This is an optimization exercise on Yosys and OpenROAD, whose aim is small area, not a production implementation. In this exercise RTL edits were held to simulation tests only and were not proved equivalent to the original.

==> flow/design.v (excerpt) <==
module fir16_top (clk, reset, sample_in, y_out);
    input clk;
    input reset;
    input  signed [15:0] sample_in;
    output signed [35:0] y_out;
    reg [15:0] tap0;
    reg [15:0] tap1;
    reg [15:0] tap2;
    reg [15:0] tap3;
    reg [15:0] tap4;
    reg [15:0] tap5;
    reg [15:0] tap6;
    reg [15:0] tap7;
    reg [15:0] tap8;
    reg [15:0] tap9;
    reg [15:0] tap10;
    reg [15:0] tap11;
    reg [15:0] tap12;
    reg [15:0] tap13;
    reg [15:0] tap14;
    reg [15:0] tap15;
    reg [15:0] tap16;
    always @(posedge clk) begin
        if (reset) begin
            tap0 <= 16'h0000;
            tap1 <= 16'h0000;
            tap2 <= 16'h0000;
            tap3 <= 16'h0000;
            tap4 <= 16'h0000;
            tap5 <= 16'h0000;
            tap6 <= 16'h0000;
            tap7 <= 16'h0000;
            tap8 <= 16'h0000;
            tap9 <= 16'h0000;
            tap10 <= 16'h0000;
            tap11 <= 16'h0000;
            tap12 <= 16'h0000;
            tap13 <= 16'h0000;
            tap14 <= 16'h0000;
            tap15 <= 16'h0000;
            tap16 <= 16'h0000;
        end else begin
            tap0 <= sample_in;
            tap1 <= tap0;
            tap2 <= tap1;
            tap3 <= tap2;
            tap4 <= tap3;
            tap5 <= tap4;
            tap6 <= tap5;
            tap7 <= tap6;
            tap8 <= tap7;
            tap9 <= tap8;
            tap10 <= tap9;
            tap11 <= tap10;
            tap12 <= tap11;
            tap13 <= tap12;
            tap14 <= tap13;
            tap15 <= tap14;
            tap16 <= tap15;
  ...
Settings: LEC_CHECK=0, CAP_MARGIN=20, CORE_MARGIN=2, CORE_UTILIZATION=40, CTS_BUF_LIST=sky130_fd_sc_hd__clkbuf_8, CTS_CLUSTER_DIAMETER=50, CTS_CLUSTER_SIZE=20, SLEW_MARGIN=20, SYNTH_HIERARCHICAL=1, SYNTH_MINIMUM_KEEP_SIZE=0; clock period 8.0 ns.
run.sh (not shown) runs the stock make flow with config.mk's settings and CLKGATE_MAP_FILE= SYNTH_SCRIPT=/design/flow/synth_recipe.tcl, a recipe that flattens the netlist after the stock synthesis.
Next try:
Settings changed: CTS_BUF_LIST sky130_fd_sc_hd__clkbuf_8 to sky130_fd_sc_hd__clkbuf_4, CTS_CLUSTER_DIAMETER 50 to unset, CTS_CLUSTER_SIZE 20 to unset.
What happened: Sequential share of layout area is lower by 0.15 points. Count of clock-buffer cells in the layout goes up by 83. Area after synthesis stays the same. Worst setup slack improves by 5.3 ps. Design area climbs by 0.55%. Critical path depth stays the same. Non-clock buffer count is unchanged. Cell count rises by 3.6%.
Next try:
Settings changed: CTS_BUF_LIST sky130_fd_sc_hd__clkbuf_4 to unset.
The new run completed with no timing, DRC or antenna violations.
Die area is unchanged.
Synthesized area stays the same.
Next try:
Settings changed: CTS_BUF_LIST set to sky130_fd_sc_hd__clkbuf_8, CTS_CLUSTER_DIAMETER set to 80, CTS_CLUSTER_SIZE set to 16.
Outcome:
- worst setup slack gains 37 ps
- wire length came out lower by 1.1%
- design area falls by 2.8%
- flip-flop and latch count does not change
- synthesized area does not change
- core utilization falls by 1.2 points
- die area stays the same

========
## job 9711
Another version of the RTL of fir16_top (not shown whole).
Size in the first run: roughly 310 flip-flops, ~18,000 um^2 of cells after synthesis.
clock: 8.0 ns
lec_check: 0
abc_area: 1
cap_margin: 20
core_margin: 2
core_utilization: 70
cts_buf_list: sky130_fd_sc_hd__clkbuf_8
cts_cluster_diameter: 60
cts_cluster_size: 16
slew_margin: 20
synth_hierarchical: 1
synth_minimum_keep_size: 0
standard.sh (not shown) runs the stock make flow with config.mk's settings and CLKGATE_MAP_FILE= SYNTH_SCRIPT=/design/flow/synth_recipe.tcl, a recipe that flattens the netlist after the stock synthesis.
==> flow/flow/run.sh <==
#!/bin/bash
# Standard layout; only the port buffers are the smallest buffer cell.
set -euo pipefail
bash standard.sh 'BUFFER_PORTS_ARGS=-buffer_cell sky130_fd_sc_hd__buf_1' finish > standard_flow.log 2>&1
Job 9711 finished end to end and its layout was clean on timing, DRC and antenna.
The following lists how job 8760 was set up differently from job 9711:
Settings: a deleted ABC_AREA that had been 1; a change of CTS_CLUSTER_DIAMETER from 60 to 80.
==> comparison <==
Summary of job 8760 over job 9711: final-layout clock buffer total now smaller; cell area after technology mapping higher; worst-case headroom to the max-slew limit shows a reduction of 21 points.
[job 8760] number of global-route vias before repair fell 64 relative to job 9711
Job 9711 reports its capturing instance or port of the critical path as r_n919 while job 8760 reports r_n785.
Job 8760 contains fewer vias than job 9711.
Input-level comparison between job 3465 and job 8760:
Settings: a change of CORE_UTILIZATION from 70 to 60.
[summary]
- Reported for job 8760 and job 3465, fraction of the yosys area taken by sequential cells turned out identical to the last digit.
- On worst slack after detailed placement: between job 8760 and job 3465, it ends up higher for job 3465.
- Job 3465 vs job 8760 — slew at the pin closest to its max-slew limit rose 12 ps.
- Status: total negative slack for setup checks parity (job 3465, job 8760)
- Job 3465 vs. job 8760: fraction of area in registers now smaller; length of routed wiring on met1 grew by about 1.6%; count of clock-buffer cells in the layout went up 8.7%.
- [compare] base=job 8760 new=job 3465: logic depth of the worst setup path including buffers shows a reduction of 1; final instance area now sits higher.

========
RTL: one of the versions met above, not the one the previous note started from.
Size in the first run: roughly 1500 cells after synthesis, about 310 flip-flops, about 54 I/O pins, roughly 0.021 sq mm of cells after synthesis.
Settings: LEC_CHECK=0, CAP_MARGIN=20, CORE_MARGIN=2, CORE_UTILIZATION=40, CTS_BUF_LIST=sky130_fd_sc_hd__clkbuf_8 sky130_fd_sc_hd__clkbuf_16, CTS_CLUSTER_DIAMETER=60, CTS_CLUSTER_SIZE=18, SLEW_MARGIN=20, SYNTH_HIERARCHICAL=1, SYNTH_MINIMUM_KEEP_SIZE=0; clock period 8.0 ns.
run.sh (not shown) runs the stock make flow with config.mk's settings and CLKGATE_MAP_FILE= SYNTH_SCRIPT=/design/flow/synth_recipe.tcl, a recipe that flattens the netlist after the stock synthesis.
Stock flow here: none of the scripts above is used.
The first run produced a clean layout.
Edit:
--- a/flow/config.mk
+++ b/flow/config.mk
@@ -10,5 +10,3 @@
 export CORE_UTILIZATION = 40
-export CTS_BUF_LIST = sky130_fd_sc_hd__clkbuf_8 sky130_fd_sc_hd__clkbuf_16
-export CTS_CLUSTER_DIAMETER = 60
-export CTS_CLUSTER_SIZE = 18
+export CTS_BUF_LIST = sky130_fd_sc_hd__clkbuf_8
 export SLEW_MARGIN = 20
What happened:
- cell area rose by about 1%
- area after synthesis is unchanged
- via count rose by 0.85%
- flip-flop and latch count does not change
- clock-buffer cell count rose by 39
- synthesized cell count is unchanged
Edit:
--- a/flow/config.mk
+++ b/flow/config.mk
@@ -10,3 +10,5 @@
 export CORE_UTILIZATION = 40
-export CTS_BUF_LIST = sky130_fd_sc_hd__clkbuf_8
+export CTS_BUF_LIST = sky130_fd_sc_hd__clkbuf_4 sky130_fd_sc_hd__clkbuf_8
+export CTS_CLUSTER_DIAMETER = 60
+export CTS_CLUSTER_SIZE = 12
 export SLEW_MARGIN = 20
=>
- worst setup slack is about the same
- via count decreases slightly
- non-clock buffer count does not change
- routed wire length fell slightly
- utilization came out lower by 0.99 points
- die area is unchanged
- synthesized cell count does not change
- final area came out lower by a few percent
- sequential share of layout area goes up by 0.60 points
- clock skew came out higher by 0.0084 ns

## separate check: timing with driven ports
In the flow no input, the clock included, has a driving cell. The finished layouts below were timed again as built, in two steps. Step 1: set_driving_cell puts a clkbuf_16 on clk and a buf_2 on each other input, an assumption about the parent block. Step 2, shift: input delay + t, output delay - t, t = (earliest + latest rising clock arrival at the registers) / 2. This alone moves slack from input paths to output paths. a / b / c = ideal / step 1 / step 2; a / b = the first two.
| run | shift t [ns] | slack for setup (ns) | worst setup path after step 2 | worst data-port slew with drivers (ns) |
|---|---|---|---|---|
| the first run of note 1 | 0.633 | 0.285 / 0.232 / 0.584 | register to register | 0.07 |
| the second run of note 1 | 0.836 | 0.290 / 0.239 / 0.584 | register to register | 0.07 |
| the third run of note 1 | 0.601 | 0.279 / 0.223 / 0.563 | register to register | 0.07 |
| the fourth run of note 1 | 0.667 | 0.317 / 0.264 / 0.564 | register to register | 0.07 |
| job 9711 | 0.639 | 0.209 / 0.209 / 0.209 | register to register | 0.03 |
| job 8760 | 0.595 | 0.198 / 0.198 / 0.198 | register to register | 0.04 |
| job 3465 | 0.612 | 0.189 / 0.189 / 0.189 | register to register | 0.03 |
| the first run of note 3 | 0.645 | 0.275 / 0.218 / 0.571 | register to register | 0.07 |
| the second run of note 3 | 0.682 | 0.288 / 0.236 / 0.569 | register to register | 0.07 |
| the third run of note 3 | 0.615 | 0.286 / 0.235 / 0.579 | register to register | 0.07 |
After both steps setup and hold are still met in every run listed.
